This is an optimization exercise on Yosys and OpenROAD, whose aim is small area and a short achievable clock period, not a production implementation.
The RTL was checked by simulation tests, not by an equivalence proof against the original design.
Power figures rest on the tool's default switching activity, not on a simulated workload.

== lane 1 ==
==> flow/design.v <==
module output_fifo (clk, reset, data_in, wr_en, capacity, AXIS_TDATA, AXIS_TVALID, AXIS_TREADY);
	parameter OUTW=32, DEPTH=64;
	localparam LOGDEPTH=$clog2(DEPTH);
	input clk, reset, wr_en, AXIS_TREADY;
	input [OUTW-1:0] data_in;
	output logic [OUTW-1:0] AXIS_TDATA;
	output logic AXIS_TVALID;
	output logic [($clog2(DEPTH+1))-1:0] capacity;
	logic [OUTW-1:0] sh [0:DEPTH-2];
	logic [LOGDEPTH-1:0] ridx;    
	logic ge2;                    
	logic [7:0] hi, lo;           
	wire pop = AXIS_TVALID & AXIS_TREADY;
	wire inc = wr_en & ~pop;
	wire dec = pop & ~wr_en;
	always_ff @(posedge clk)
		if (wr_en) begin
			sh[0] <= data_in;
			for (int i = 1; i < DEPTH-1; i++)
				sh[i] <= sh[i-1];
		end
	logic [OUTW-1:0] rd;
	logic [OUTW-1:0] grp [0:7];
	always_comb begin
		for (int g = 0; g < 8; g++) begin
			grp[g] = {OUTW{1'b0}};
			for (int j = 0; j < 8; j++)
				if (g*8+j < DEPTH-1)
					grp[g] = grp[g] | ({OUTW{lo[j]}} & sh[g*8+j]);
		end
		rd = ge2 ? {OUTW{1'b0}} : data_in;
		for (int g = 0; g < 8; g++)
			rd = rd | ({OUTW{hi[g]}} & grp[g]);
	end
	logic [OUTW-1:0] head_b;
	wire load = pop | ~AXIS_TVALID;
	wire [OUTW-1:0] head_n = load ? rd : ~head_b;
	always_ff @(posedge clk) begin
		head_b <= ~head_n;
		AXIS_TDATA <= head_n;
	end
	logic [LOGDEPTH-1:0] ridx_n;
	logic ge2_n;
	always_comb begin
		ridx_n = ridx;
		ge2_n = ge2;
		if (inc) begin
			ridx_n = ridx + 1'b1;
			ge2_n = AXIS_TVALID;
		end else if (dec) begin
			ridx_n = ridx - 1'b1;
			ge2_n = ge2 & (ridx != 0);
		end
	end
	always_ff @(posedge clk) begin
		if (reset) begin
			capacity <= DEPTH;
			AXIS_TVALID <= 1'b0;
			ridx <= DEPTH-2;
			ge2 <= 1'b0;
			hi <= 8'd0;
			lo <= 8'd0;
		end else begin
			if (inc) begin
				capacity <= capacity - 1'b1;
				AXIS_TVALID <= 1'b1;
			end else if (dec) begin
				capacity <= capacity + 1'b1;
				AXIS_TVALID <= ge2;
			end
			ridx <= ridx_n;
			ge2 <= ge2_n;
			hi <= ge2_n ? (8'd1 << ridx_n[5:3]) : 8'd0;
			lo <= 8'd1 << ridx_n[2:0];
		end
	end
endmodule
Settings: LEC_CHECK=0, CAP_MARGIN=20, CORE_MARGIN=2, CORE_UTILIZATION=65, CTS_CLUSTER_DIAMETER=90, CTS_CLUSTER_SIZE=24, SETUP_SLACK_MARGIN=3.2, SLEW_MARGIN=20, TNS_END_PERCENT=5; clock period 5.5 ns.
run.sh (not shown) runs the stock make flow with config.mk's settings and CLKGATE_MAP_FILE= SYNTH_SCRIPT=/design/flow/synth_recipe.tcl, a recipe that flattens the netlist after the stock synthesis.
Setup changes, lane 1 to lane 2
--- a/flow/design.v
+++ b/flow/design.v
@@ -29,19 +29,17 @@
 					grp[g] = grp[g] | ({OUTW{lo[j]}} & sh[g*8+j]);
 		end
 		rd = ge2 ? {OUTW{1'b0}} : data_in;
 		for (int g = 0; g < 8; g++)
 			rd = rd | ({OUTW{hi[g]}} & grp[g]);
 	end
-	logic [OUTW-1:0] head_b;
-	wire load = pop | ~AXIS_TVALID;
-	wire [OUTW-1:0] head_n = load ? rd : ~head_b;
-	always_ff @(posedge clk) begin
-		head_b <= ~head_n;
-		AXIS_TDATA <= head_n;
-	end
+	always_ff @(posedge clk)
+		if (reset)
+			AXIS_TDATA <= '0;
+		else if (pop | ~AXIS_TVALID)
+			AXIS_TDATA <= rd;
 	logic [LOGDEPTH-1:0] ridx_n;
 	logic ge2_n;
 	always_comb begin
 		ridx_n = ridx;
 		ge2_n = ge2;
 		if (inc) begin
==> comparison <==
Count of inserted antenna diode cells in lane 2 is 1 below lane 1.
Row pin count of the biggest net entering global routing: lane 2 lower / lane 1 higher
Relative to lane 1, sequential cell count has decreased by 32 in lane 2.
Lane 2 ended up with a higher met3 usage in global routing than lane 1 did.
Multiplexer share of the synthesized area is lower on lane 2
Looking at clock network power share across lane 2 and lane 1, the one that comes out higher is lane 1.
Going from lane 1 to lane 2, sequential element share of the synthesized area shrinks by 0.37 points.
Cell count: lane 2 higher than lane 1
Going from lane 1 to lane 2, largest vdd supply drop shrinks by about 5.4%.
[lane 2 vs lane 1] combinational-cell power consumption: higher in lane 2

---

## run A
Another version of the RTL of output_fifo (not shown whole).
Size: about 76000 sq um of cells after synthesis.
==> module output_fifo, before the edit <==
module output_fifo (clk, reset, data_in, wr_en, capacity, AXIS_TDATA, AXIS_TVALID, AXIS_TREADY);
	parameter OUTW=32, DEPTH=64;
	localparam LOGDEPTH=$clog2(DEPTH);
	input clk, reset, wr_en, AXIS_TREADY;
	input [OUTW-1:0] data_in;
	output logic [OUTW-1:0] AXIS_TDATA;
	output logic AXIS_TVALID;
	output logic [($clog2(DEPTH+1))-1:0] capacity;
	logic [OUTW-1:0] sh [0:DEPTH-2];
	logic [OUTW-1:0] dq;          
	logic wq;                     
	logic [LOGDEPTH-1:0] r;       
	logic mz;                     
	logic [7:0] hi, lo;           
	wire pop = AXIS_TVALID & AXIS_TREADY;
	wire load = pop | ~AXIS_TVALID;       
	wire inc = wr_en & ~pop;
	wire dec = pop & ~wr_en;
	always_ff @(posedge clk) begin
		dq <= data_in;
		if (wq) begin
			sh[0] <= dq;
			for (int i = 1; i < DEPTH-1; i++)
				sh[i] <= sh[i-1];
		end
	end
	logic [OUTW-1:0] grp [0:7];
	logic [OUTW-1:0] rd;
	always_comb begin
		for (int g = 0; g < 8; g++) begin
			grp[g] = {OUTW{1'b0}};
			for (int j = 0; j < 8; j++)
				if (g*8+j < DEPTH-1)
					grp[g] = grp[g] | ({OUTW{lo[j]}} & sh[g*8+j]);
		end
		rd = {OUTW{1'b0}};
		for (int g = 0; g < 8; g++)
			rd = rd | ({OUTW{hi[g]}} & grp[g]);
		if (mz)
			rd = wq ? dq : data_in;
	end
	always_ff @(posedge clk)
		if (reset)
			AXIS_TDATA <= '0;
		else if (load)
			AXIS_TDATA <= rd;
	logic [LOGDEPTH-1:0] r_n;
	logic mz_n;
	logic up, dn;
	always_comb begin
		dn = load & ~mz;                  
		up = wq & ~(load & mz);           
		r_n = r;
		mz_n = mz;
		if (up & ~dn) begin
			r_n = r + 1'b1;
			mz_n = 1'b0;
		end else if (dn & ~up) begin
			r_n = r - 1'b1;
			mz_n = (r == 0);
		end
	end
	always_ff @(posedge clk) begin
		if (reset) begin
			capacity <= DEPTH;
			AXIS_TVALID <= 1'b0;
			wq <= 1'b0;
			r <= '1;
			mz <= 1'b1;
			hi <= 8'd0;
			lo <= 8'd0;
		end else begin
			if (inc) begin
				capacity <= capacity - 1'b1;
				AXIS_TVALID <= 1'b1;
			end else if (dec) begin
				capacity <= capacity + 1'b1;
				AXIS_TVALID <= ~mz | wq;
			end
			wq <= wr_en & ~(load & mz & ~wq);
			r <= r_n;
			mz <= mz_n;
			hi <= mz_n ? 8'd0 : (8'd1 << r_n[5:3]);
			lo <= mz_n ? 8'd0 : (8'd1 << r_n[2:0]);
		end
	end
endmodule
clock: 5.5 ns
lec_check: 0
cap_margin: 20
core_margin: 2
core_utilization: 65
cts_cluster_diameter: 90
cts_cluster_size: 24
setup_slack_margin: 3.35
slew_margin: 20
tns_end_percent: 5
standard.sh (not shown) runs the stock make flow with config.mk's settings and CLKGATE_MAP_FILE= SYNTH_SCRIPT=/design/flow/synth_recipe.tcl, a recipe that flattens the netlist after the stock synthesis.
==> flow/flow/run.sh <==
#!/bin/bash
set -euo pipefail
bash standard.sh MATCH_CELL_FOOTPRINT=0 \
  "CTS_ARGS=-sink_clustering_enable -repair_clock_nets -sink_clustering_size 24 -sink_clustering_max_diameter 90 -dont_use_dummy_load" \
  finish > standard_make.log 2>&1
The following lists how run B was set up differently from run A:
--- a/flow/design.v
+++ b/flow/design.v
@@ -9,12 +9,13 @@
 	logic [OUTW-1:0] sh [0:DEPTH-2];
 	logic [OUTW-1:0] dq;          
 	logic wq;                     
 	logic [LOGDEPTH-1:0] r;       
 	logic mz;                     
 	logic [7:0] hi, lo;           
+	logic [($clog2(DEPTH+1))-1:0] cap_m1, cap_p1;    
 	wire pop = AXIS_TVALID & AXIS_TREADY;
 	wire load = pop | ~AXIS_TVALID;       
 	wire inc = wr_en & ~pop;
 	wire dec = pop & ~wr_en;
 	always_ff @(posedge clk) begin
 		dq <= data_in;
@@ -60,24 +61,30 @@
 			mz_n = (r == 0);
 		end
 	end
 	always_ff @(posedge clk) begin
 		if (reset) begin
 			capacity <= DEPTH;
+			cap_m1 <= DEPTH-1;
+			cap_p1 <= DEPTH+1;
 			AXIS_TVALID <= 1'b0;
 			wq <= 1'b0;
 			r <= '1;
 			mz <= 1'b1;
 			hi <= 8'd0;
 			lo <= 8'd0;
 		end else begin
 			if (inc) begin
-				capacity <= capacity - 1'b1;
+				capacity <= cap_m1;
+				cap_m1 <= cap_m1 - 1'b1;
+				cap_p1 <= capacity;
 				AXIS_TVALID <= 1'b1;
 			end else if (dec) begin
-				capacity <= capacity + 1'b1;
+				capacity <= cap_p1;
+				cap_p1 <= cap_p1 + 1'b1;
+				cap_m1 <= capacity;
 				AXIS_TVALID <= ~mz | wq;
 			end
 			wq <= wr_en & ~(load & mz & ~wq);
 			r <= r_n;
 			mz <= mz_n;
 			hi <= mz_n ? 8'd0 : (8'd1 << r_n[5:3]);
Findings:
- Delta (run B minus run A): least setup slack across all paths after layout shows a reduction of 290 ps, number of placed instances with taps included saw an increase, multi-input gate share of the layout cell area held.
- Re slew at the pin closest to its max-slew limit: run B is 11 ps down on run A.
- Area added between synthesis and finish in run B vs run A: up 1.5 points

[separate check: timing with driven ports]
Ports are ideal in the flow. The routed layouts listed here were re-timed in OpenROAD.
Step 1: set_driving_cell puts a clkbuf_16 on clk and a buf_2 on each other input, an assumption about the parent block.
Step 2 moves the port delays by t, midway between the first and last clock arrival at a register: inputs arrive t later, outputs are due t later. That takes back most of the time a late clock gives input paths.
a / b / c = ideal / step 1 / step 2; a / b = the first two.
run	shift t [ns]	slack for setup (ns)	worst setup path after step 2	latest minus earliest clock arrival (ns)	pins driven straight from the clock port
lane 1	0.786	3.111 / 2.996 / 2.210	input to register	0.022 / 0.022	1
lane 2	0.793	3.061 / 2.954 / 2.161	input to register	0.031 / 0.032	1
run A	0.768	3.190 / 3.109 / 2.541	input to register	0.072 / 0.072	1
run B	0.776	2.898 / 2.898 / 2.585	input to register	0.054 / 0.053	1
After both steps setup and hold are still met in every run listed. For lane 1, which loses most, drivers alone change the setup slack by -0.115 ns; drivers and shift together by -0.901 ns.
